Context: an optimization exercise on an open-source flow, tuned for small area and a short achievable clock period. The choices shown serve that exercise and are no tape-out recipe.
Where RTL was checked, it was by simulation tests only, not by an equivalence proof against the original.
The clock input has no modelled driver; a real chip could not lean on it and would need a root buffer or a full tree.
Power is estimated from default activity; no workload was simulated.

==> module Benes_8p, before the edit <==
module Benes_8p (input wire [2:0] mp0, mp1, mp2, mp3, mp4, mp5, mp6, mp7,
    input clk,
    output wire [19:0] state
);
    wire [23:0] p0 = {mp7, mp6, mp5, mp4, mp3, mp2, mp1, mp0};
    wire [2:0] s0_w;
    Col0_Route c0(.p(p0), .s0(s0_w));
    reg [23:0] p1;
    reg [2:0]  s0_1;
    always @(posedge clk) begin
        p1   <= p0;
        s0_1 <= s0_w;
    end
    wire [16:0] q_w;
    Rest_Route rr(.p(p1), .s0(s0_1), .q(q_w));
    reg [16:0] q2, q3, q4, q5, q6, q7;
    always @(posedge clk) begin
        q2 <= q_w;
        q3 <= q2;
        q4 <= q3;
        q5 <= q4;
        q6 <= q5;
        q7 <= q6;
    end
    assign state[0]  = 1'b1;
    assign state[1]  = 1'b1;
    assign state[2]  = q7[1];
    assign state[3]  = q7[3];
    assign state[4]  = q7[13];
    assign state[5]  = q7[10];
    assign state[6]  = q7[0];
    assign state[7]  = q7[2];
    assign state[8]  = q7[4];
    assign state[9]  = q7[14];
    assign state[10] = q7[11];
    assign state[11] = 1'b1;
    assign state[12] = q7[6];
    assign state[13] = q7[8];
    assign state[14] = q7[15];
    assign state[15] = q7[12];
    assign state[16] = q7[5];
    assign state[17] = q7[7];
    assign state[18] = q7[9];
    assign state[19] = q7[16];
endmodule
==> flow/config.mk <==
export PLATFORM = sky130hd
export DESIGN_NAME = Benes_8p
export DESIGN_NICKNAME = Benes_8p
export VERILOG_FILES = /design/flow/design.v
export SDC_FILE = /design/flow/constraint.sdc
export NUM_CORES = 4
export LEC_CHECK = 0
export CAP_MARGIN = 20
export CORE_MARGIN = 2
export CORE_UTILIZATION = 40
export SETUP_SLACK_MARGIN = 1.1
export SLEW_MARGIN = 20
==> flow/constraint.sdc <==
create_clock -name core_clock -period 2.5 [get_ports {clk}]
set_input_delay 0.5000 -clock core_clock [delete_from_list [all_inputs] [get_ports {clk}]]
set_output_delay 0.5000 -clock core_clock [all_outputs]
set_load 0.01 [all_outputs]
run.sh (not shown) runs the stock make flow with config.mk's settings and CLKGATE_MAP_FILE= SYNTH_SCRIPT=/design/flow/synth_recipe.tcl, a recipe that flattens the netlist after the stock synthesis.
==> next run, changes <==
--- a/flow/design.v
+++ b/flow/design.v
@@ -75,27 +75,27 @@
     assign q = {t, s0, bl, bu};
 endmodule
 module Benes_8p (input wire [2:0] mp0, mp1, mp2, mp3, mp4, mp5, mp6, mp7,
     input clk,
     output wire [19:0] state
 );
-    wire [23:0] p0 = {mp7, mp6, mp5, mp4, mp3, mp2, mp1, mp0};
+    reg [23:0] p1;
+    always @(posedge clk) p1 <= {mp7, mp6, mp5, mp4, mp3, mp2, mp1, mp0};
     wire [2:0] s0_w;
-    Col0_Route c0(.p(p0), .s0(s0_w));
-    reg [23:0] p1;
-    reg [2:0]  s0_1;
+    Col0_Route c0(.p(p1), .s0(s0_w));
+    reg [23:0] p2;
+    reg [2:0]  s0_2;
     always @(posedge clk) begin
-        p1   <= p0;
-        s0_1 <= s0_w;
+        p2   <= p1;
+        s0_2 <= s0_w;
     end
     wire [16:0] q_w;
-    Rest_Route rr(.p(p1), .s0(s0_1), .q(q_w));
-    reg [16:0] q2, q3, q4, q5, q6, q7;
+    Rest_Route rr(.p(p2), .s0(s0_2), .q(q_w));
+    reg [16:0] q3, q4, q5, q6, q7;
     always @(posedge clk) begin
-        q2 <= q_w;
-        q3 <= q2;
+        q3 <= q_w;
         q4 <= q3;
         q5 <= q4;
         q6 <= q5;
         q7 <= q6;
     end
     assign state[0]  = 1'b1;
Result: The changed run completed without violations. Maximum frequency came out lower by about 3%. Final cell count grows by about 1.3%. Wire length came out higher by about 1.7%. Sequential share of layout area climbs by 1.7 points. Sequential power grows by about 4%. First-iteration DRC count shrinks by 82%. Worst setup slack is worse by 0.047 ns. Combinational power drops by about 13%. Clock-buffer cell count does not change. Final area came out higher by 3.5%.
No run of this note included a check of the RTL's function; only the layout flow was run.

* * *

## main
The RTL this note starts from:
==> flow/design.v <==
module Col0_Links (
    input  [23:0] p,
    output [10:0] l     
);
    wire [1:0] d [0:7];
    genvar k;
    generate for (k = 0; k < 8; k = k + 1) begin : g_d
        assign d[k] = p[3*k+1 +: 2];
    end endgenerate
    assign l[0]  = (d[0] == d[2]) | (d[1] == d[3]);
    assign l[1]  = (d[0] == d[5]) | (d[1] == d[4]);
    assign l[2]  = (d[0] == d[4]) | (d[1] == d[5]);
    assign l[3]  = (d[0] == d[7]) | (d[1] == d[6]);
    assign l[4]  = (d[0] == d[6]) | (d[1] == d[7]);
    assign l[5]  = (d[2] == d[5]) | (d[3] == d[4]);
    assign l[6]  = (d[2] == d[4]) | (d[3] == d[5]);
    assign l[7]  = (d[2] == d[7]) | (d[3] == d[6]);
    assign l[8]  = (d[2] == d[6]) | (d[3] == d[7]);
    assign l[9]  = (d[4] == d[7]) | (d[5] == d[6]);
    assign l[10] = (d[4] == d[6]) | (d[5] == d[7]);
endmodule
module Col0_Settings (
    input  [10:0] l,
    output [2:0]  s0       
);
    wire bd01 = l[0], bs02 = l[1], bd02 = l[2], bs03 = l[3], bd03 = l[4];
    wire bs12 = l[5], bd12 = l[6], bs13 = l[7], bd13 = l[8];
    wire bs23 = l[9], bd23 = l[10];
    wire n13 = ~(bs13 | bd13), n23 = ~(bs23 | bd23);
    wire s1 = ~(bd01 | (bs02 & bd12) | (bd02 & bs12) | (bs03 & bd13) | (bd03 & bs13));
    wire y1 = bs12 | (~bd12 & ~bd02);
    wire y0 = bd12 | (~bs12 & ~bd02);
    wire x1 = bs13 | (n13 & ((bs23 & y1) | (bd23 & ~y1) | (n23 & ~bd03)));
    wire x0 = bd13 | (n13 & ((bs23 & y0) | (bd23 & ~y0) | (n23 & ~bd03)));
    assign s0 = {s1 ? x1 : x0, s1 ? y1 : y0, s1};
endmodule
module Sub_Route (
    input [1:0] g0,
    input       g1h,
    input [1:0] g2,
    input       g3l,
    output [4:0] s     
);
    wire c11 = g2[1] ^ g0[1];
    wire a   = ~g0[0];
    wire b   = c11 ? ~g2[0] : ~g3l;
    assign s[0] = c11;
    assign s[1] = ~g0[1];
    assign s[2] = ~g1h;
    assign s[3] = g0[1] ? b : a;
    assign s[4] = g0[1] ? a : b;
endmodule
module Rest_Route (
    input  [23:0] p,
    input  [2:0]  s,
    input  [2:0]  sn,
    output [16:0] q     
);
    wire [3:0] sx  = {s, 1'b1};
    wire [3:0] sxn = {sn, 1'b0};
    wire [7:0] su;      
    wire [3:0] lu;      
    wire [5:0] sl;      
    genvar r;
    generate for (r = 0; r < 4; r = r + 1) begin : g_u
        assign su[2*r +: 2] = ({2{sx[r]}} & p[6*r+1 +: 2]) | ({2{sxn[r]}} & p[6*r+4 +: 2]);
        assign lu[r]        = (sx[r] & p[6*r])             | (sxn[r] & p[6*r+3]);
    end endgenerate
    assign sl[1:0] = p[5:4];                                           
    assign sl[2]   = (sx[1] & p[11])            | (sxn[1] & p[8]);           
    assign sl[4:3] = ({2{sx[2]}} & p[17:16])    | ({2{sxn[2]}} & p[14:13]);  
    assign sl[5]   = (sx[3] & p[22])            | (sxn[3] & p[19]);          
    wire [3:0] t;
    genvar j;
    generate for (j = 0; j < 4; j = j + 1) begin : g_t
        assign t[j] = (su[1:0] == j & ~lu[0]) | (su[3:2] == j & ~lu[1]) |
                      (su[5:4] == j & ~lu[2]) | (su[7:6] == j & ~lu[3]);
    end endgenerate
    wire [4:0] bu, bl;
    Sub_Route u(.g0(su[1:0]), .g1h(su[3]), .g2(su[5:4]), .g3l(su[6]), .s(bu));
    Sub_Route l(.g0(sl[1:0]), .g1h(sl[2]), .g2(sl[4:3]), .g3l(sl[5]), .s(bl));
    assign q = {t, s, bl, bu};
endmodule
module Benes_8p (input wire [2:0] mp0, mp1, mp2, mp3, mp4, mp5, mp6, mp7,
    input clk,
    output wire [19:0] state
);
    wire [23:0] p0 = {mp7, mp6, mp5, mp4, mp3, mp2, mp1, mp0};
    wire [10:0] l_w;
    Col0_Links c0l(.p(p0), .l(l_w));
    reg [23:0] p1;
    reg [10:0] l1;
    always @(posedge clk) begin
        p1 <= p0;
        l1 <= l_w;
    end
    wire [2:0] s0_w;
    Col0_Settings c0s(.l(l1), .s0(s0_w));
    reg [23:0] p2;
    reg [2:0]  s0_2, s0n_2;
    always @(posedge clk) begin
        p2     <= p1;
        s0_2   <= s0_w;
        s0n_2  <= ~s0_w;
    end
    wire [16:0] q_w;
    Rest_Route rr(.p(p2), .s(s0_2), .sn(s0n_2), .q(q_w));
    reg [16:0] q3, q4, q5, q6, q7;
    always @(posedge clk) begin
        q3 <= q_w;
        q4 <= q3;
        q5 <= q4;
        q6 <= q5;
        q7 <= q6;
    end
    assign state[0]  = 1'b1;
    assign state[1]  = 1'b1;
    assign state[2]  = q7[1];
    assign state[3]  = q7[3];
    assign state[4]  = q7[13];
    assign state[5]  = q7[10];
    assign state[6]  = q7[0];
    assign state[7]  = q7[2];
    assign state[8]  = q7[4];
    assign state[9]  = q7[14];
    assign state[10] = q7[11];
    assign state[11] = 1'b1;
    assign state[12] = q7[6];
    assign state[13] = q7[8];
    assign state[14] = q7[15];
    assign state[15] = q7[12];
    assign state[16] = q7[5];
    assign state[17] = q7[7];
    assign state[18] = q7[9];
    assign state[19] = q7[16];
endmodule
Settings: LEC_CHECK=0, ABC_AREA=1, CAP_MARGIN=20, CORE_MARGIN=2, CORE_UTILIZATION=70, SETUP_SLACK_MARGIN=1.3, SLEW_MARGIN=20; clock period 2.5 ns.
standard.sh (not shown) runs the stock make flow with config.mk's settings and CLKGATE_MAP_FILE= SYNTH_SCRIPT=/design/flow/synth_recipe.tcl, a recipe that flattens the netlist after the stock synthesis.
==> flow/flow/run.sh <==
#!/bin/bash
# The standard layout, with the clock tree built by flow/clock_tree.tcl (a
# tree with up to FLOW_CTS_LEAF registers per leaf buffer) in
# place of TritonCTS's.
set -euo pipefail
here=$(pwd)
export FLOW_CTS_LEAF=${FLOW_CTS_LEAF:-38}
export FLOW_CLOCK_PORT=clk
bash standard.sh "PRE_CTS_TCL=$here/flow/clock_tree.tcl" "BUFFER_PORTS_ARGS=-buffer_cell sky130_fd_sc_hd__buf_2" finish > "$here/make_finish.log" 2>&1
test -f out/final.def
Other scripts of this flow, unchanged in this note and not shown: flow/flow/clock_tree.tcl
#### Input delta (the feature branch over main)
--- a/flow/design.v
+++ b/flow/design.v
@@ -94,20 +94,19 @@
         p1 <= p0;
         l1 <= l_w;
     end
     wire [2:0] s0_w;
     Col0_Settings c0s(.l(l1), .s0(s0_w));
     reg [23:0] p2;
-    reg [2:0]  s0_2, s0n_2;
+    reg [2:0]  s0_2;
     always @(posedge clk) begin
         p2     <= p1;
         s0_2   <= s0_w;
-        s0n_2  <= ~s0_w;
     end
     wire [16:0] q_w;
-    Rest_Route rr(.p(p2), .s(s0_2), .sn(s0n_2), .q(q_w));
+    Rest_Route rr(.p(p2), .s(s0_2), .sn(~s0_2), .q(q_w));
     reg [16:0] q3, q4, q5, q6, q7;
     always @(posedge clk) begin
         q3 <= q_w;
         q4 <= q3;
         q5 <= q4;
         q6 <= q5;
--- outcome ---
- For the period utilization, the feature branch came in 3.5 points higher than main did.
- After detailed routing, main needs less wire than the feature branch.
- On met1 usage: the feature branch sits below main.
- The feature branch: relative area change from synthesis to final layout is 0.70 points higher than what main reported.
- Taking main as the reference, in the feature branch fmax now smaller; final area now smaller.
- Compared to main, the feature branch has routing usage on met2 3.7 points higher.
- Number of tapcells came out exactly the same in main and the feature branch.
- Die area, main and the feature branch: smaller value in the feature branch
- [the feature branch vs main] number of nets in the final layout: lower in the feature branch
- The feature branch packs its core more loosely than main.
- The feature branch vs. main: register bit count reported by yosys dropped 2.0%; synthesized cell count dropped 7.
For the feature branch, only the layout was checked, not whether the RTL still works. In every run of this note, the design's own scripts or RTL, not TritonCTS, make the clock network.

## afterwards: timing with drivers on the ports
Ports are ideal in the flow. The routed layouts listed here were re-timed in OpenROAD.
Step 1 assumes that a clkbuf_16 drives the clock port and a buf_2 every other input.
Step 2 times the ports against the registers' clock, not the clock port: input delays grow and output delays shrink by t, the midpoint of the rising clock arrivals with the driver on.
Three values: ideal, step 1, step 2; two values: the first two.
run | t (ns) | slack for setup (ns) | worst hold slack (ns) | worst data-port slew with drivers (ns)
the first run of note 1 | 0.526 | 1.077 / 1.048 / 0.612 | 0.248 / 0.238 / 0.321 | 0.04
the second run of note 1 | 0.527 | 1.030 / 1.030 / 1.030 | 0.321 / 0.321 / 0.321 | 0.04
main | 0.246 | 1.374 / 1.303 / 1.353 | 0.339 / 0.339 / 0.339 | 0.04
the feature branch | 0.249 | 1.285 / 1.281 / 1.285 | 0.334 / 0.334 / 0.334 | 0.03
After both steps every run listed still meets setup and hold. For the first run of note 1, which loses most, drivers alone change the setup slack by -0.029 ns; drivers and shift together by -0.465 ns.
